Background: an optimization exercise with open tools, aiming at a short achievable clock period and few clock cycles. Do not read the settings as production practice.
At most, simulation tests tie the RTL to the original design; equivalence was not proved.
Function not checked in run 2: the RTL went through the layout flow alone.
Power and IR drop assume default switching activity.

<file path="design/flow/config.mk">
export PLATFORM = sky130hd
export DESIGN_NAME = core_top
export DESIGN_NICKNAME = core_top
export VERILOG_FILES = /design/flow/design.v
export SDC_FILE = /design/flow/constraint.sdc
export NUM_CORES = 4
export LEC_CHECK = 0
export ABC_CLOCK_PERIOD_IN_PS = 3000
export CAP_MARGIN = 20
export CORE_MARGIN = 2
export CORE_UTILIZATION = 40
export PLACE_DENSITY = 0.6
export SETUP_SLACK_MARGIN = 5
export SLEW_MARGIN = 20
</file>
<file path="design/flow/constraint.sdc">
create_clock -name core_clock -period 9.0 [get_ports {clk}]
set_input_delay 1.8000 -clock core_clock [delete_from_list [all_inputs] [get_ports {clk}]]
set_output_delay 1.8000 -clock core_clock [all_outputs]
set_load 0.01 [all_outputs]
</file>
<file path="design/flow/design.v">
module Core (
	input clk,
	input clr,
	output rom_req,
	output [17:0] rom_addr,
	input [7:0] rom_data,
	output sram_req,
	output sram_we,
	output [18:0] sram_addr,
	output [7:0] sram_wdata,
	input [7:0] sram_rdata,
	input sram_done,
	output rf_we,
	output [3:0] rf_ridx1,
	output [3:0] rf_ridx2,
	output [3:0] rf_widx,
	output [18:0] rf_wdata,
	input [18:0] rf_rdata1,
	input [18:0] rf_rdata2,
	input rf_rsmall2
	);
	localparam CMP = 5'd2, BLT = 5'd7, BLTE = 5'd8, LOAD = 5'd9, STORE = 5'd10,
	           JR = 5'd11, BE = 5'd12, BNE = 5'd13, CMPI = 5'd18,
	           LOADI = 5'd23, STOREI = 5'd24, JA = 5'd25, BEI = 5'd26, BNEI = 5'd27,
	           BLTI = 5'd28, BLTEI = 5'd29, JS = 5'd30, INC = 5'd31;
	reg [17:0] ra_q;      
	reg        rq_ld;     
	reg [17:0] fa_save;   
	reg        bv;        
	reg [1:0]  pos;       
	assign rom_req = 1'b1;
	assign rom_addr = ra_q;
	reg [4:0] op_q;
	reg [3:0] a_q;        
	reg [3:0] ih_q;       
	reg [7:0] im_q;       
	reg       brt_q;      
	reg       zf, nf;     
	reg        ex_v;
	reg [18:0] opA, opB;
	reg [3:0]  sh;
	reg [3:0]  widx;
	reg        wen, fen;
	reg        f_add, f_sub, f_and, f_or, f_xor, f_mov, f_shl, f_shr;
	reg       ldp;        
	reg       ldp_rom;
	reg [3:0] ldp_dst;
	reg       ldw;        
	reg       ldw_rom;
	reg [3:0] ldw_dst;
	reg       ldw_fwd;    
	reg        sreq_q, swe_q;
	reg [18:0] saddr_q;
	reg [7:0]  swd_q;
	assign sram_req = sreq_q;
	assign sram_we = swe_q;
	assign sram_addr = saddr_q;
	assign sram_wdata = swd_q;
	assign rf_ridx1 = rom_data[7:4];
	assign rf_ridx2 = rom_data[3:0];
	wire fwdA = ldw_fwd && (rom_data[7:4] == ldw_dst);
	wire fwdB = ldw_fwd && (rom_data[3:0] == ldw_dst);
	wire [18:0] rA = fwdA ? {11'd0, sram_rdata} : rf_rdata1;
	wire [18:0] rB = fwdB ? {11'd0, sram_rdata} : rf_rdata2;
	wire smallB = fwdB ? ~|sram_rdata[7:4] : rf_rsmall2;
	wire [18:0] bx = f_sub ? ~opB : opB;
	wire [18:0] sum = opA + bx + {18'd0, f_sub};
	wire [18:0] res = ({19{f_add | f_sub}} & sum)
	                | ({19{f_and}} & (opA & opB))
	                | ({19{f_or}}  & (opA | opB))
	                | ({19{f_xor}} & (opA ^ opB))
	                | ({19{f_mov}} & opB)
	                | ({19{f_shl}} & (opA << sh))
	                | ({19{f_shr}} & (opA >> sh));
	wire [7:0] ld_byte = ldw_rom ? rom_data : sram_rdata;
	assign rf_we = ldw | (ex_v & wen);
	assign rf_widx = ldw ? ldw_dst : widx;
	assign rf_wdata = ldw ? {11'd0, ld_byte} : res;
	wire is2 = ~op_q[4] | (op_q == INC);
	wire alu2 = (op_q <= 5'd6) | (op_q == 5'd14) | (op_q == 5'd15) | (op_q == INC);
	wire alui = op_q[4] & (op_q <= 5'd22);
	wire rbr_taken = (op_q == JR) | ((op_q == BLT) & nf) | ((op_q == BLTE) & (nf | zf))
	               | ((op_q == BE) & zf) | ((op_q == BNE) & ~zf);
	wire ibr_cond = (op_q == BEI) | (op_q == BNEI) | (op_q == BLTI) | (op_q == BLTEI);
	wire ibr_taken = (op_q == JA) | (op_q == JS) | ((op_q == BLTI) & nf) | ((op_q == BLTEI) & (nf | zf))
	               | ((op_q == BEI) & zf) | ((op_q == BNEI) & ~zf);
	wire is_ibr = (op_q >= JA) & (op_q <= JS);
	wire [19:0] imm = {ih_q, im_q, rom_data};
	wire at1 = bv & (pos == 2'd1);
	wire at3 = bv & (pos == 2'd3);
	wire rbr_go   = at1 & is2 & rbr_taken & ((op_q == JR) | (op_q == BLT) | (op_q == BLTE) | (op_q == BE) | (op_q == BNE));
	wire ibr_skip = at1 & ibr_cond & ~ibr_taken;
	wire ibr_go   = at3 & is_ibr & brt_q;
	wire ld2_rom  = at1 & (op_q == LOAD) & ~smallB;
	wire ldi_le15 = (ih_q == 4'd0) & (im_q == 8'd0) & (rom_data[7:4] == 4'd0);
	wire ldi_rom  = at3 & (op_q == LOADI) & ~ldi_le15;
	wire kill = rbr_go | ibr_skip | ibr_go;
	always @(posedge clk or negedge clr) begin
		if (!clr) begin
			ra_q <= 18'd0;
			rq_ld <= 1'b0;
			bv <= 1'b0;
			pos <= 2'd0;
			ex_v <= 1'b0;
			ldp <= 1'b0;
			ldw <= 1'b0;
			ldw_fwd <= 1'b0;
			sreq_q <= 1'b0;
		end else begin
			bv <= ~rq_ld & ~kill;
			rq_ld <= ld2_rom | ldi_rom;
			if (rq_ld)
				ra_q <= fa_save;
			else if (rbr_go)
				ra_q <= rA[17:0];
			else if (ld2_rom)
				ra_q <= rB[17:0];
			else if (ibr_go)
				ra_q <= imm[17:0];
			else if (ldi_rom)
				ra_q <= imm[17:0];
			else if (ibr_skip)
				ra_q <= ra_q + 18'd2;
			else
				ra_q <= ra_q + 18'd1;
			if (ld2_rom | ldi_rom)
				fa_save <= ra_q + 18'd1;
			ex_v <= 1'b0;
			ldp <= 1'b0;
			sreq_q <= 1'b0;
			ldw <= ldp;
			ldw_rom <= ldp_rom;
			ldw_dst <= ldp_dst;
			ldw_fwd <= ldp & ~ldp_rom & (ldp_dst != 4'd0);
			if (bv) begin
				case (pos)
					2'd0: begin
						op_q <= rom_data[7:3];
						pos <= 2'd1;
					end
					2'd1: begin
						a_q <= rom_data[7:4];
						ih_q <= rom_data[3:0];
						opA <= rA;
						brt_q <= ibr_taken;
						pos <= (is2 | ibr_skip) ? 2'd0 : 2'd2;
						if (alu2) begin
							ex_v <= 1'b1;
							opB <= (op_q == INC) ? 19'd1 : rB;
							sh <= rom_data[3:0];
							widx <= rom_data[7:4];
							wen <= (op_q != CMP);
							fen <= 1'b1;
						end
						if (op_q == LOAD) begin
							ldp <= 1'b1;
							ldp_rom <= ~smallB;
							ldp_dst <= rom_data[7:4];
							sreq_q <= smallB;
							swe_q <= 1'b0;
							saddr_q <= rB;
						end
						if (op_q == STORE) begin
							sreq_q <= 1'b1;
							swe_q <= 1'b1;
							saddr_q <= rB;
							swd_q <= rA[7:0];
						end
						f_add <= (op_q == 5'd0) | (op_q == INC);
						f_sub <= (op_q == 5'd1) | (op_q == CMP);
						f_and <= (op_q == 5'd3);
						f_or  <= (op_q == 5'd4);
						f_xor <= (op_q == 5'd5);
						f_mov <= (op_q == 5'd6);
						f_shl <= (op_q == 5'd14);
						f_shr <= (op_q == 5'd15);
					end
					2'd2: begin
						im_q <= rom_data;
						pos <= 2'd3;
					end
					2'd3: begin
						pos <= 2'd0;
						if (alui) begin
							ex_v <= 1'b1;
							opB <= imm[18:0];
							widx <= a_q;
							wen <= (op_q != CMPI);
							fen <= 1'b1;
						end
						if (op_q == JS) begin
							ex_v <= 1'b1;
							opB <= {1'b0, ra_q};
							widx <= 4'd3;
							wen <= 1'b1;
							fen <= 1'b0;
						end
						if (op_q == LOADI) begin
							ldp <= 1'b1;
							ldp_rom <= ~ldi_le15;
							ldp_dst <= a_q;
							sreq_q <= ldi_le15;
							swe_q <= 1'b0;
							saddr_q <= imm[18:0];
						end
						if (op_q == STOREI) begin
							sreq_q <= 1'b1;
							swe_q <= 1'b1;
							saddr_q <= imm[18:0];
							swd_q <= opA[7:0];
						end
						f_add <= (op_q == 5'd16);
						f_sub <= (op_q == 5'd17) | (op_q == CMPI);
						f_and <= (op_q == 5'd19);
						f_or  <= (op_q == 5'd20);
						f_xor <= (op_q == 5'd21);
						f_mov <= (op_q == 5'd22) | (op_q == JS);
						f_shl <= 1'b0;
						f_shr <= 1'b0;
					end
				endcase
			end
			if (ex_v & fen) begin
				zf <= (res == 19'd0);
				nf <= res[18];
			end
		end
	end
endmodule
module Register_File (
	input clk,
	input we,
	input [3:0] read_index_1,
	input [3:0] read_index_2,
	input [3:0] write_index,
	input [18:0] write_data,
	output reg [18:0] read_data_1,
	output reg [18:0] read_data_2,
	output reg read_small_2
	);
	reg [15:0] r1;
	reg [15:0] r2;
	reg [18:0] r3;
	reg [18:0] r4;
	reg [18:0] r5;
	reg [15:0] r6;
	reg [15:0] r7;
	reg [15:0] r8;
	reg [15:0] r9;
	reg [15:0] r10;
	reg [15:0] r11;
	reg [15:0] r12;
	reg [15:0] r13;
	reg [15:0] r14;
	reg [15:0] r15;
	reg [15:1] sml;
	wire small16 = ~|write_data[15:4];
	wire small19 = ~|write_data[18:4];
	always @(*) begin
		case (read_index_1)
			4'd0: read_data_1 = 19'd0;
			4'd1: read_data_1 = {3'd0, r1};
			4'd2: read_data_1 = {3'd0, r2};
			4'd3: read_data_1 = {r3};
			4'd4: read_data_1 = {r4};
			4'd5: read_data_1 = {r5};
			4'd6: read_data_1 = {3'd0, r6};
			4'd7: read_data_1 = {3'd0, r7};
			4'd8: read_data_1 = {3'd0, r8};
			4'd9: read_data_1 = {3'd0, r9};
			4'd10: read_data_1 = {3'd0, r10};
			4'd11: read_data_1 = {3'd0, r11};
			4'd12: read_data_1 = {3'd0, r12};
			4'd13: read_data_1 = {3'd0, r13};
			4'd14: read_data_1 = {3'd0, r14};
			4'd15: read_data_1 = {3'd0, r15};
		endcase
	end
	always @(*) begin
		case (read_index_2)
			4'd0: read_data_2 = 19'd0;
			4'd1: read_data_2 = {3'd0, r1};
			4'd2: read_data_2 = {3'd0, r2};
			4'd3: read_data_2 = {r3};
			4'd4: read_data_2 = {r4};
			4'd5: read_data_2 = {r5};
			4'd6: read_data_2 = {3'd0, r6};
			4'd7: read_data_2 = {3'd0, r7};
			4'd8: read_data_2 = {3'd0, r8};
			4'd9: read_data_2 = {3'd0, r9};
			4'd10: read_data_2 = {3'd0, r10};
			4'd11: read_data_2 = {3'd0, r11};
			4'd12: read_data_2 = {3'd0, r12};
			4'd13: read_data_2 = {3'd0, r13};
			4'd14: read_data_2 = {3'd0, r14};
			4'd15: read_data_2 = {3'd0, r15};
		endcase
		case (read_index_2)
			4'd0: read_small_2 = 1'b1;
			4'd1: read_small_2 = sml[1];
			4'd2: read_small_2 = sml[2];
			4'd3: read_small_2 = sml[3];
			4'd4: read_small_2 = sml[4];
			4'd5: read_small_2 = sml[5];
			4'd6: read_small_2 = sml[6];
			4'd7: read_small_2 = sml[7];
			4'd8: read_small_2 = sml[8];
			4'd9: read_small_2 = sml[9];
			4'd10: read_small_2 = sml[10];
			4'd11: read_small_2 = sml[11];
			4'd12: read_small_2 = sml[12];
			4'd13: read_small_2 = sml[13];
			4'd14: read_small_2 = sml[14];
			4'd15: read_small_2 = sml[15];
		endcase
	end
	always @(posedge clk) begin
		if (we) begin
			case (write_index)
				4'd1: begin r1 <= write_data[15:0]; sml[1] <= small16; end
				4'd2: begin r2 <= write_data[15:0]; sml[2] <= small16; end
				4'd3: begin r3 <= write_data; sml[3] <= small19; end
				4'd4: begin r4 <= write_data; sml[4] <= small19; end
				4'd5: begin r5 <= write_data; sml[5] <= small19; end
				4'd6: begin r6 <= write_data[15:0]; sml[6] <= small16; end
				4'd7: begin r7 <= write_data[15:0]; sml[7] <= small16; end
				4'd8: begin r8 <= write_data[15:0]; sml[8] <= small16; end
				4'd9: begin r9 <= write_data[15:0]; sml[9] <= small16; end
				4'd10: begin r10 <= write_data[15:0]; sml[10] <= small16; end
				4'd11: begin r11 <= write_data[15:0]; sml[11] <= small16; end
				4'd12: begin r12 <= write_data[15:0]; sml[12] <= small16; end
				4'd13: begin r13 <= write_data[15:0]; sml[13] <= small16; end
				4'd14: begin r14 <= write_data[15:0]; sml[14] <= small16; end
				4'd15: begin r15 <= write_data[15:0]; sml[15] <= small16; end
				default: ;
			endcase
		end
	end
endmodule
module core_top (
	input clk,
	input clr,
	output rom_req,
	output [17:0] rom_addr,
	input [7:0] rom_data,
	output sram_req,
	output sram_we,
	output [18:0] sram_addr,
	output [7:0] sram_wdata,
	input [7:0] sram_rdata,
	input sram_done
	);
	wire rf_we, rf_small2;
	wire [3:0] rf_ridx1, rf_ridx2, rf_widx;
	wire [18:0] rf_wdata, rf_rdata1, rf_rdata2;
	Core _Core(.clk(clk), .clr(clr),
		.rom_req(rom_req), .rom_addr(rom_addr), .rom_data(rom_data),
		.sram_req(sram_req), .sram_we(sram_we), .sram_addr(sram_addr),
		.sram_wdata(sram_wdata), .sram_rdata(sram_rdata), .sram_done(sram_done),
		.rf_we(rf_we), .rf_ridx1(rf_ridx1), .rf_ridx2(rf_ridx2), .rf_widx(rf_widx),
		.rf_wdata(rf_wdata), .rf_rdata1(rf_rdata1), .rf_rdata2(rf_rdata2),
		.rf_rsmall2(rf_small2));
	Register_File _RegisterFile(.clk(clk), .we(rf_we),
		.read_index_1(rf_ridx1), .read_index_2(rf_ridx2), .write_index(rf_widx),
		.write_data(rf_wdata), .read_data_1(rf_rdata1), .read_data_2(rf_rdata2),
		.read_small_2(rf_small2));
endmodule
</file>
<file path="design/flow/run.sh">
#!/bin/bash
# synth_recipe.tcl (not shown) runs the flow's synth.tcl, then flattens the netlist and writes it again
# the make line also repeats each setting of config.mk as NAME=value (left out here)
make -C /OpenROAD-flow-scripts/flow DESIGN_CONFIG=/design/flow/config.mk WORK_HOME=/design/flow/orfs CLKGATE_MAP_FILE= SYNTH_SCRIPT=/design/flow/synth_recipe.tcl finish
</file>
==> reports/qor.csv, run 1 <==
stage;metric;value;unit
cells_and_area;Synth-to-Final Area Change;18.6;%
floorplanning;IO Pins;67;
routing;DRC errors left;0;
timing;Sum Neg Setup Slack;0;ps
critical_path;max incr delay on CP;450;ps
floorplanning;Site Rows;88;
clocking;CTS tree;built;
job;max_cap viols;0;
global_route;vias in the first global route;18500;
clocking;CTS sink cnt;427;
clocking;H-tree depth;2;
timing;relative slew slack;27.7;%
routing;Initial DRT Pass Iterations;8;
cells_and_area;post-layout net count;2172;
clocking;Hold-fix buffers, CTS;0;
clocking;worst-skew pair later-pin latency;600;ps
synth;Mapped Area;23400;µm²
critical_path;Crit Path Max Fanout;24;
routing;DR vias/cell;6.64;
global_route;grt ovf;0;
critical_path;Critical-path top delay cell;clkdlybuf4s50_1;
timing;final hold violations;0;
synth;Yosys cell types;88;
clocking;CTS clk-pin slew, worst paths;70;ps
timing;Least-Margin Pin Slew;1080;ps
critical_path;Critical path buffers and inverters;3;
place;port bufs;64;
global_route;total track usage;28.7;%
critical_path;r2r worst-path depth;13;
synth;synth top area cells;edfxtp_1 51%, a22oi_1 4.1%, ha_1 3.0%, dfrtp_1 2.9%, mux2i_1 2.7%;
global_route;largest net degree at the start of global routing;59;
synth;EDFF count, synth;400;
cells_and_area;ANT cells;0;
timing;min Tclk post-route;3980;ps
synth;sequential share of the synthesized area;54.2;%
power;PwrDens;259;nW/µm²
place;detailed placement HPWL;55700;µm
routing;Avg WL per Cell;30.6;µm
power;Worst VDD drop;0.144;mV
place;GP Congestion;0.948;
routing;Post-Route WL;88600;µm
synth;post-synth top area cell;edfxtp_1;
floorplanning;die extent in x;246;µm
synth;Top FF cell, synth;edfxtp_1;
cells_and_area;most common cell after layout, fill and taps aside;edfxtp_1;
worst_hold_path;Hold Path Depth;0;
critical_path;worst-path cell chain;clkdlybuf4s50_1, buf_12, nand2_2, nor2_2, buf_4, a22o_1, a221oi_1, and3_1, a31oi_1, a22oi_1, nor2_1, a221o_1;
critical_path;Worst Path Arrival;4450;ps
synth;Syn Area/Cell;11.5;µm²
cells_and_area;share of cells above drive strength 1;16.8;%
clocking;maximum root-to-sink buffer count;3;
synth;share of the synthesized area in the top cell type;51.4;%
timing;Final setup viols;0;
floorplanning;Die Y;246;µm
floorplanning;die area;60400;µm²
timing;Slew Limit Fails;0;
critical_path;R2R setup slack;5020;ps
critical_path;Reg-to-Reg Start;_Core.f_sub;
floorplanning;Core ar.;57800;µm²
critical_path;Required @ worst endpoint;9470;ps
timing;RSZ-0062 raised after global routing;yes;
critical_path;Worst Setup Start Kind;input port;
synth;ys async rst share;6.32;%
synth;Syn Inst Count;2027;
global_route;first-pass GRT wire length;127000;µm
timing;Final Skew;25.1;ps
synth;yosys warns;2;
clocking;cts bufs inserted;48;
critical_path;kind of critical path;in -> reg;
routing;DR iter-0 viols;2956;
run_status;outcome;timing/DRC/antenna clean;
clocking;CTS root buf;clkbuf_16;
routing;Routed Antenna Nets;0;
critical_path;reg2reg end;_Core.zf;
worst_hold_path;hold endpoint;_Core.ldw;
worst_hold_path;hold crit path type;reg -> reg;
critical_path;CP delay by family, top;compound AO/OA/AOI/OAI gates;
cells_and_area;commonest non-fill, non-tap cells in the layout;400 x edfxtp_1, 158 x nand2_1, 127 x a22oi_1;
routing;via count;19200;
worst_hold_path;hold path start;_Core.ldp;
critical_path;crit end category;flip-flop;
global_route;initial antenna violation count;0;
timing;final hold slack;393;ps
timing;fmax;251;MHz
synth;FF+latch count, synth;427;
power;LEAKAGE;9.53;nW
floorplanning;Initial Util;40.5;%
synth;Post-Syn Nets;2104;
timing;Final period util;44.3;%
==> final cells by class <==
type                            instances  area, µm²
Fill cell                            5120      30100
Clock buffer                           59       1270
Clock inverter                         27        208
Sequential cell                       427      12700
Timing Repair Buffer                  175       1730
Tap cell                              765        957
Inverter                               62        236
Multi-Input combinational cell       1381      10600
==> where the power goes <==
part           internal [mW]  switching, mW
registers               2.61          0.308
clock network           1.06          0.832
logic                  0.894           1.47
==> cell usage after synthesis, drive strengths merged, types with 12 or more instances <==
cell	instances
o211ai	13
o22ai	18
nor3	42
a31oi	17
nor4	14
nand2	164
buf	44
mux2i	62
ha	57
inv	61
nor2b	19
nor2	147
a211oi	15
dfrtp	27
xor2	44
a22o	53
o21ai	66
nor4b	12
mux2	17
a221oi	52
xnor2	29
nand2b	13
nand4	25
nand3	66
a22oi	127
a21oi	74
and3	27
a222oi	38
edfxtp	400
clkbuf	113
nor3b	16
mux4	24
==> per-stage QoR <==
| stage | setup WS [ps] | power (mW) | std cells | instance area (µm²) | util [%] |
|---|---|---|---|---|---|
| after floorplan | 5020 | 4.18 | 2027 | 23400 | - |
| after global placement | 3680 | 5.02 | 2770 | 25200 | 43.6 |
| after detailed placement | 3630 | 5.05 | 2770 | 25200 | 43.6 |
| after CTS | 4910 | 7.04 | 2885 | 27300 | 47.3 |
| after global routing | 4970 | 7.45 | 2896 | 27700 | 48.0 |
| final | 5020 | 7.18 | 2896 | 27700 | 48.0 |
==> state kept, by name (all words and copies together) (netlist names), 18 cells and up, named ones only <==
signal,flops
_Core.fa_save,18
_Core.opB,19
_RegisterFile.r4,19
_Core.opA,19
_Core.ra_q,18
_Core.saddr_q,19
_RegisterFile.r3,19
_RegisterFile.r5,19
==> what timing repair did <==
action,4_1_cts,5_1_grt
gates resized for setup,72,66
buffers inserted,27,9
endpoints found under the hold margin,0,0
setup endpoints to repair,184,98
cloned,2,2
pin swaps,19,18
==> cell families after synthesis <==
| kind of cell | synth area share, % |
|---|---|
| xor gates and xnor gates | 2.73 |
| and+or+nand+nor | 12.7 |
| buffers and inverters | 3.76 |
| muxes | 5.78 |
| DFF | 54.2 |
| other | 0.0160 |
| adders and majority gates | 3.13 |
| AOI/OAI and AO/OA | 17.6 |
==> how the worst max path moves through the flow <==
stage | from | endpoint | slack, ps | cells after the start
2_1_floorplan | rom_data[1] | _Core.fa_save[0] | 5020 | 10
3_3_place_gp | rom_data[2] | _Core.ra_q[9] | 3680 | 13
3_5_place_dp | rom_data[4] | _Core.ra_q[12] | 3630 | 12
4_1_cts | _Core.f_sub | _RegisterFile.sml[5] | 4910 | 12
5_1_grt | rom_data[5] | _Core.ra_q[2] | 4970 | 13
6_report | rom_data[4] | _Core.ra_q[11] | 5020 | 12
==> routing by layer <==
layer	track usage [%]	vias to the layer above	part of all wire, %
met5	0	-	0.086
met4	12.3	2	5.0
met3	5.66	300	11
met2	45.9	1360	46
met1	38.0	9459	39
li1	-	8111	-
Testbench counts, summed over its fixed seeds: cycles 141,007.
==> run 2, diff against run 1 <==
--- a/design/flow/design.v
+++ b/design/flow/design.v
@@ -18,5 +18,8 @@
 	input [18:0] rf_rdata1,
 	input [18:0] rf_rdata2,
-	input rf_rsmall2
+	input rf_rsmall2,
+	output rf_swe,
+	output [3:0] rf_sidx,
+	output rf_sdata
 	);
 	localparam CMP = 5'd2, BLT = 5'd7, BLTE = 5'd8, LOAD = 5'd9, STORE = 5'd10,
@@ -36,5 +39,7 @@
 	reg [7:0] im_q;       
 	reg       brt_q;      
-	reg       zf, nf;     
+	reg [18:0] fres;      
+	wire zf = ~|fres;
+	wire nf = fres[18];
 	reg        ex_v;
 	reg [18:0] opA, opB;
@@ -63,7 +68,14 @@
 	wire [18:0] rA = fwdA ? {11'd0, sram_rdata} : rf_rdata1;
 	wire [18:0] rB = fwdB ? {11'd0, sram_rdata} : rf_rdata2;
-	wire smallB = fwdB ? ~|sram_rdata[7:4] : rf_rsmall2;
-	wire [18:0] bx = f_sub ? ~opB : opB;
-	wire [18:0] sum = opA + bx + {18'd0, f_sub};
+	reg        wp_q;
+	reg [3:0]  wi_q;
+	reg [18:0] wv_q;
+	wire wsmall = ~|wv_q[15:4] & (~|wv_q[18:16] | ~((wi_q == 4'd3) | (wi_q == 4'd4) | (wi_q == 4'd5)));
+	assign rf_swe = wp_q;
+	assign rf_sidx = wi_q;
+	assign rf_sdata = wsmall;
+	wire smallB = fwdB ? ~|sram_rdata[7:4]
+	            : (wp_q && (wi_q == rom_data[3:0])) ? wsmall : rf_rsmall2;
+	wire [18:0] sum = opA + opB + {18'd0, f_sub};
 	wire [18:0] res = ({19{f_add | f_sub}} & sum)
 	                | ({19{f_and}} & (opA & opB))
@@ -107,5 +119,9 @@
 			ldw_fwd <= 1'b0;
 			sreq_q <= 1'b0;
+			wp_q <= 1'b0;
 		end else begin
+			wp_q <= rf_we & (rf_widx != 4'd0);
+			wi_q <= rf_widx;
+			wv_q <= rf_wdata;
 			bv <= ~rq_ld & ~kill;
 			rq_ld <= ld2_rom | ldi_rom;
@@ -147,5 +163,5 @@
 						if (alu2) begin
 							ex_v <= 1'b1;
-							opB <= (op_q == INC) ? 19'd1 : rB;
+							opB <= (op_q == INC) ? 19'd1 : ((op_q == 5'd1) | (op_q == CMP)) ? ~rB : rB;
 							sh <= rom_data[3:0];
 							widx <= rom_data[7:4];
@@ -184,5 +200,5 @@
 						if (alui) begin
 							ex_v <= 1'b1;
-							opB <= imm[18:0];
+							opB <= ((op_q == 5'd17) | (op_q == CMPI)) ? ~imm[18:0] : imm[18:0];
 							widx <= a_q;
 							wen <= (op_q != CMPI);
@@ -221,8 +237,6 @@
 				endcase
 			end
-			if (ex_v & fen) begin
-				zf <= (res == 19'd0);
-				nf <= res[18];
-			end
+			if (ex_v & fen)
+				fres <= res;
 		end
 	end
@@ -237,5 +251,8 @@
 	output reg [18:0] read_data_1,
 	output reg [18:0] read_data_2,
-	output reg read_small_2
+	output reg read_small_2,
+	input small_we,
+	input [3:0] small_index,
+	input small_data
 	);
 	reg [15:0] r1;
@@ -255,6 +272,4 @@
 	reg [15:0] r15;
 	reg [15:1] sml;
-	wire small16 = ~|write_data[15:4];
-	wire small19 = ~|write_data[18:4];
 	always @(*) begin
 		case (read_index_1)
@@ -318,22 +333,24 @@
 		if (we) begin
 			case (write_index)
-				4'd1: begin r1 <= write_data[15:0]; sml[1] <= small16; end
-				4'd2: begin r2 <= write_data[15:0]; sml[2] <= small16; end
-				4'd3: begin r3 <= write_data; sml[3] <= small19; end
-				4'd4: begin r4 <= write_data; sml[4] <= small19; end
-				4'd5: begin r5 <= write_data; sml[5] <= small19; end
-				4'd6: begin r6 <= write_data[15:0]; sml[6] <= small16; end
-				4'd7: begin r7 <= write_data[15:0]; sml[7] <= small16; end
-				4'd8: begin r8 <= write_data[15:0]; sml[8] <= small16; end
-				4'd9: begin r9 <= write_data[15:0]; sml[9] <= small16; end
-				4'd10: begin r10 <= write_data[15:0]; sml[10] <= small16; end
-				4'd11: begin r11 <= write_data[15:0]; sml[11] <= small16; end
-				4'd12: begin r12 <= write_data[15:0]; sml[12] <= small16; end
-				4'd13: begin r13 <= write_data[15:0]; sml[13] <= small16; end
-				4'd14: begin r14 <= write_data[15:0]; sml[14] <= small16; end
-				4'd15: begin r15 <= write_data[15:0]; sml[15] <= small16; end
+				4'd1: r1 <= write_data[15:0];
+				4'd2: r2 <= write_data[15:0];
+				4'd3: r3 <= write_data;
+				4'd4: r4 <= write_data;
+				4'd5: r5 <= write_data;
+				4'd6: r6 <= write_data[15:0];
+				4'd7: r7 <= write_data[15:0];
+				4'd8: r8 <= write_data[15:0];
+				4'd9: r9 <= write_data[15:0];
+				4'd10: r10 <= write_data[15:0];
+				4'd11: r11 <= write_data[15:0];
+				4'd12: r12 <= write_data[15:0];
+				4'd13: r13 <= write_data[15:0];
+				4'd14: r14 <= write_data[15:0];
+				4'd15: r15 <= write_data[15:0];
 				default: ;
 			endcase
 		end
+		if (small_we && small_index != 4'd0)
+			sml[small_index] <= small_data;
 	end
 endmodule
@@ -351,5 +368,6 @@
 	input sram_done
 	);
-	wire rf_we, rf_small2;
+	wire rf_we, rf_small2, rf_swe, rf_sdata;
+	wire [3:0] rf_sidx;
 	wire [3:0] rf_ridx1, rf_ridx2, rf_widx;
 	wire [18:0] rf_wdata, rf_rdata1, rf_rdata2;
@@ -360,8 +378,8 @@
 		.rf_we(rf_we), .rf_ridx1(rf_ridx1), .rf_ridx2(rf_ridx2), .rf_widx(rf_widx),
 		.rf_wdata(rf_wdata), .rf_rdata1(rf_rdata1), .rf_rdata2(rf_rdata2),
-		.rf_rsmall2(rf_small2));
+		.rf_rsmall2(rf_small2), .rf_swe(rf_swe), .rf_sidx(rf_sidx), .rf_sdata(rf_sdata));
 	Register_File _RegisterFile(.clk(clk), .we(rf_we),
 		.read_index_1(rf_ridx1), .read_index_2(rf_ridx2), .write_index(rf_widx),
 		.write_data(rf_wdata), .read_data_1(rf_rdata1), .read_data_2(rf_rdata2),
-		.read_small_2(rf_small2));
+		.read_small_2(rf_small2), .small_we(rf_swe), .small_index(rf_sidx), .small_data(rf_sdata));
 endmodule
==> run 2 against run 1 <==
Compared with the run above: still clean; sequential share of layout area rose by 1.1 points; critical path depth is 1 lower; clock power is 9% higher; clock skew rose by 53 ps; sequential power rose by 12%; largest cell class unchanged.
==> reports/qor.csv, run 2 <==
stage;metric;value;unit;change
run_status;outcome;timing/DRC/antenna clean;;unchanged
critical_path;Crit Path Max Fanout;12;;was 24
power;LEAKAGE;10.1;nW;was 9.53 nW
synth;EDFF count, synth;436;;was 400
timing;Final setup viols;0;;unchanged
floorplanning;Initial Util;40.3;%;was 40.5%
clocking;H-tree depth;2;;unchanged
cells_and_area;most common cell after layout, fill and taps aside;edfxtp_1;;unchanged
routing;Initial DRT Pass Iterations;7;;was 8
global_route;largest net degree at the start of global routing;51;;was 59
place;port bufs;64;;unchanged
worst_hold_path;hold crit path type;reg -> reg;;unchanged
cells_and_area;post-layout net count;2398;;was 2,172
routing;DR iter-0 viols;3071;;was 2,956
floorplanning;die area;65400;µm²;was 60,400 µm²
timing;final hold slack;402;ps;was 393 ps
clocking;CTS sink cnt;464;;was 427
critical_path;R2R setup slack;5130;ps;was 5020 ps
timing;relative slew slack;23.0;%;was 27.7%
place;detailed placement HPWL;62200;µm;was 55,700 µm
cells_and_area;share of cells above drive strength 1;13.8;%;was 16.8%
global_route;first-pass GRT wire length;136000;µm;was 127,000 µm
timing;min Tclk post-route;3990;ps;was 3980 ps
routing;Routed Antenna Nets;0;;unchanged
routing;Post-Route WL;97000;µm;was 88,600 µm
clocking;CTS clk-pin slew, worst paths;60;ps;was 70 ps
critical_path;Worst Setup Start Kind;input port;;unchanged
critical_path;kind of critical path;in -> reg;;unchanged
floorplanning;die extent in x;256;µm;was 246 µm
floorplanning;Site Rows;92;;was 88
worst_hold_path;Hold Path Depth;0;;unchanged
timing;Final period util;44.4;%;was 44.3%
synth;FF+latch count, synth;464;;was 427
critical_path;worst-path cell chain;buf_6, buf_12, buf_4, and4bb_2, a22o_1, a221oi_1, and3_1, nand4_1, a22o_1, xnor2_1, o22ai_1;;was clkdlybuf4s50_1, buf_12, nand2_2, nor2_2, buf_4, a22o_1, a221oi_1, and3_1, a31oi_1, a22oi_1, nor2_1, a221o_1
floorplanning;Die Y;256;µm;was 246 µm
synth;Yosys cell types;97;;was 88
synth;most frequent cells after synthesis;436 x edfxtp_1, 206 x nand2_1, 174 x nor2_1;;was 400 x edfxtp_1, 164 x nand2_1, 147 x nor2_1
timing;Least-Margin Pin Slew;1140;ps;was 1080 ps
synth;sequential share of the synthesized area;54.4;%;was 54.2%
critical_path;Critical-path top delay cell;and4bb_2;;was clkdlybuf4s50_1
cells_and_area;Synth-to-Final Area Change;16.1;%;was 18.6%
clocking;CTS root buf;clkbuf_16;;unchanged
critical_path;Worst Path Arrival;4410;ps;was 4450 ps
timing;fmax;250;MHz;was 251 MHz
global_route;grt ovf;0;;unchanged
global_route;vias in the first global route;20200;;was 18,500
timing;Sum Neg Setup Slack;0;ps;unchanged
synth;Top FF cell, synth;edfxtp_1;;unchanged
cells_and_area;final core utilization;46.8;%;was 48.0%
synth;count leader, synth;edfxtp_1;;unchanged
timing;final hold violations;0;;unchanged
synth;Syn Area/Cell;11.2;µm²;was 11.5 µm²
job;max_cap viols;0;;unchanged
routing;via count;21200;;was 19,200
synth;Post-Syn Nets;2343;;was 2,104
place;GP Congestion;0.980;;was 0.948
synth;Mapped Area;25400;µm²;was 23,400 µm²
clocking;cts bufs inserted;50;;was 48
routing;DRC errors left;0;;unchanged
floorplanning;IO Pins;67;;unchanged
critical_path;Required @ worst endpoint;9420;ps;was 9470 ps
synth;Syn Inst Count;2270;;was 2,027
cells_and_area;FILL cells;5745;;was 5,120
synth;yosys warns;2;;unchanged
timing;RSZ-0062 raised after global routing;yes;;unchanged
routing;DR vias/cell;6.60;;was 6.64
timing;Final Skew;77.7;ps;was 25.1 ps
synth;ys async rst share;6.03;%;was 6.32%
clocking;maximum root-to-sink buffer count;3;;unchanged
clocking;CTS tree;built;;unchanged
timing;Slew Limit Fails;0;;unchanged
synth;synth top area cells;edfxtp_1 52%, a22oi_1 3.2%, nand2_1 3.0%, dfrtp_1 2.8%, nor2_1 2.6%;;was edfxtp_1 51%, a22oi_1 4.1%, ha_1 3.0%, dfrtp_1 2.9%, mux2i_1 2.7%
global_route;total track usage;28.0;%;was 28.7%
floorplanning;Core ar.;62900;µm²;was 57,800 µm²
critical_path;crit end category;flip-flop;;unchanged
synth;share of the synthesized area in the top cell type;51.6;%;was 51.4%
cells_and_area;commonest non-fill, non-tap cells in the layout;436 x edfxtp_1, 205 x nand2_1, 160 x nor2_1;;was 400 x edfxtp_1, 158 x nand2_1, 127 x a22oi_1
global_route;initial antenna violation count;2;;was 0
routing;Avg WL per Cell;30.2;µm;was 30.6 µm
power;PwrDens;262;nW/µm²;was 259 nW/µm²
critical_path;max incr delay on CP;450;ps;about the same
critical_path;Crit path top cell by count;a22o_1;;
critical_path;r2r worst-path depth;13;;unchanged
power;Worst VDD drop;0.175;mV;was 0.144 mV
clocking;worst-skew pair later-pin latency;640;ps;was 600 ps
clocking;Hold-fix buffers, CTS;0;;unchanged
synth;post-synth top area cell;edfxtp_1;;unchanged
[run 2: changes by cell type after synthesis, moves of 16 or more]
cell and change:
a21oi_1 +16, mux4_2 -18, nand2_1 +42, xnor2_1 +18, a22oi_1 -18, edfxtp_1 +36
o21ai_0 +48, nor2_1 +27
[run 2: cell type report]
class,count,area (µm²),area share [%]
tap,846,1060,3.60
sequential,464,13800,46.9
clock inverter,28,320,1.09
timing repair buffer,167,1610,5.45
multi-input combinational,1568,11100,37.6
antenna,1,2.50,0.00850
inverter,74,288,0.978
clock buffer,62,1300,4.40
[run 2: cells by family (layout without fill, tap and decap cells)]
group                    after synthesis  in the layout  share of synthesized area (%)
AO/OA/AOI/OAI                        639            640                           18.3
other                                  1              2                         0.0148
adder cells (fa/ha/maj)               54             54                           2.72
AND/OR/NAND/NOR                      707            707                           14.2
multiplexers                          78             78                           3.47
flip-flops                           464            464                           54.4
buffers and inverters                239            331                           3.81
XOR/XNOR                              88             88                           3.04
[run 2: worst paths after layout]
| kind | end | startpoint |
|---|---|---|
| hold / removal | _Core.ldw | _Core.ldp |
| min in group asynchronous | _Core.wp_q | clr |
| hold reg to reg | _Core.ldw | _Core.ldp |
| setup reg to reg | _RegisterFile.sml[8] | _Core.wi_q[0] |
| max in group asynchronous | _Core.ra_q[7] | clr |
| setup / recovery | _Core.opB[1] | rom_data[0] |
[run 2: where the power goes]
group | switching [mW] | internal [mW]
Sequential | 0.354 | 2.93
Combinational | 1.53 | 0.836
Clock | 0.903 | 1.17
[run 2: routing by layer]
| layer | global-route usage, % | vias up | wire length (µm) |
|---|---|---|---|
| met2 | 44.4 | 1591 | 42800 |
| met1 | 35.6 | 10300 | 35800 |
| met4 | 15.4 | 2 | 6830 |
| met5 | 0 | - | 13 |
| li1 | - | 8934 | - |
| met3 | 6.46 | 400 | 11500 |
[run 2: through the flow]
stage               setup WS (ps)  total power [mW]  cell area, µm²  cells
floorplan                    5040              4.60           25400   2270
global placement             3660              5.49           27000   3073
detailed placement           3650              5.54           27000   3073
CTS                          5010              7.62           28900   3181
global route                 4960              8.02           29400   3210
finish                       5010              7.72           29400   3210
[run 2: worst max-delay path: cells and delay by family]
kind                      cells  cell delay (ps)
AOI/OAI and AO/OA             4             1100
xor gates and xnor gates      1              140
buffers and inverters         3              480
and+or+nand+nor               3              870
[run 2: timing repair]
action / 4_1_cts / 5_1_grt
pin swaps: 5 / 6
setup buffers: 18 / 21
gates resized for setup: 48 / 45
cloned: 0 / 7
setup endpoints to repair: 157 / 147

port drivers added, routing unchanged:
In the flow no input, the clock included, has a driving cell. The finished layouts below were timed again as built, in two steps.
Step 1: set_driving_cell puts a clkbuf_16 on clk and a buf_2 on each other input, an assumption about the parent block.
Step 2 also shifts input and output timing later by t, the mid clock arrival at the registers, as if the neighbouring blocks saw the same clock.
a / b / c = no drivers / after step 1 / after step 2; a / b = the first two.
run	t, ns	slack for setup (ns)	worst data-port slew with drivers (ns)
run 1	0.649	5.016 / 5.025 / 4.402	0.04
run 2	0.666	5.007 / 5.024 / 4.357	0.11
After both steps setup and hold are still met in every run listed. For run 2, which loses most, drivers alone change the setup slack by +0.017 ns; drivers and shift together by -0.650 ns.
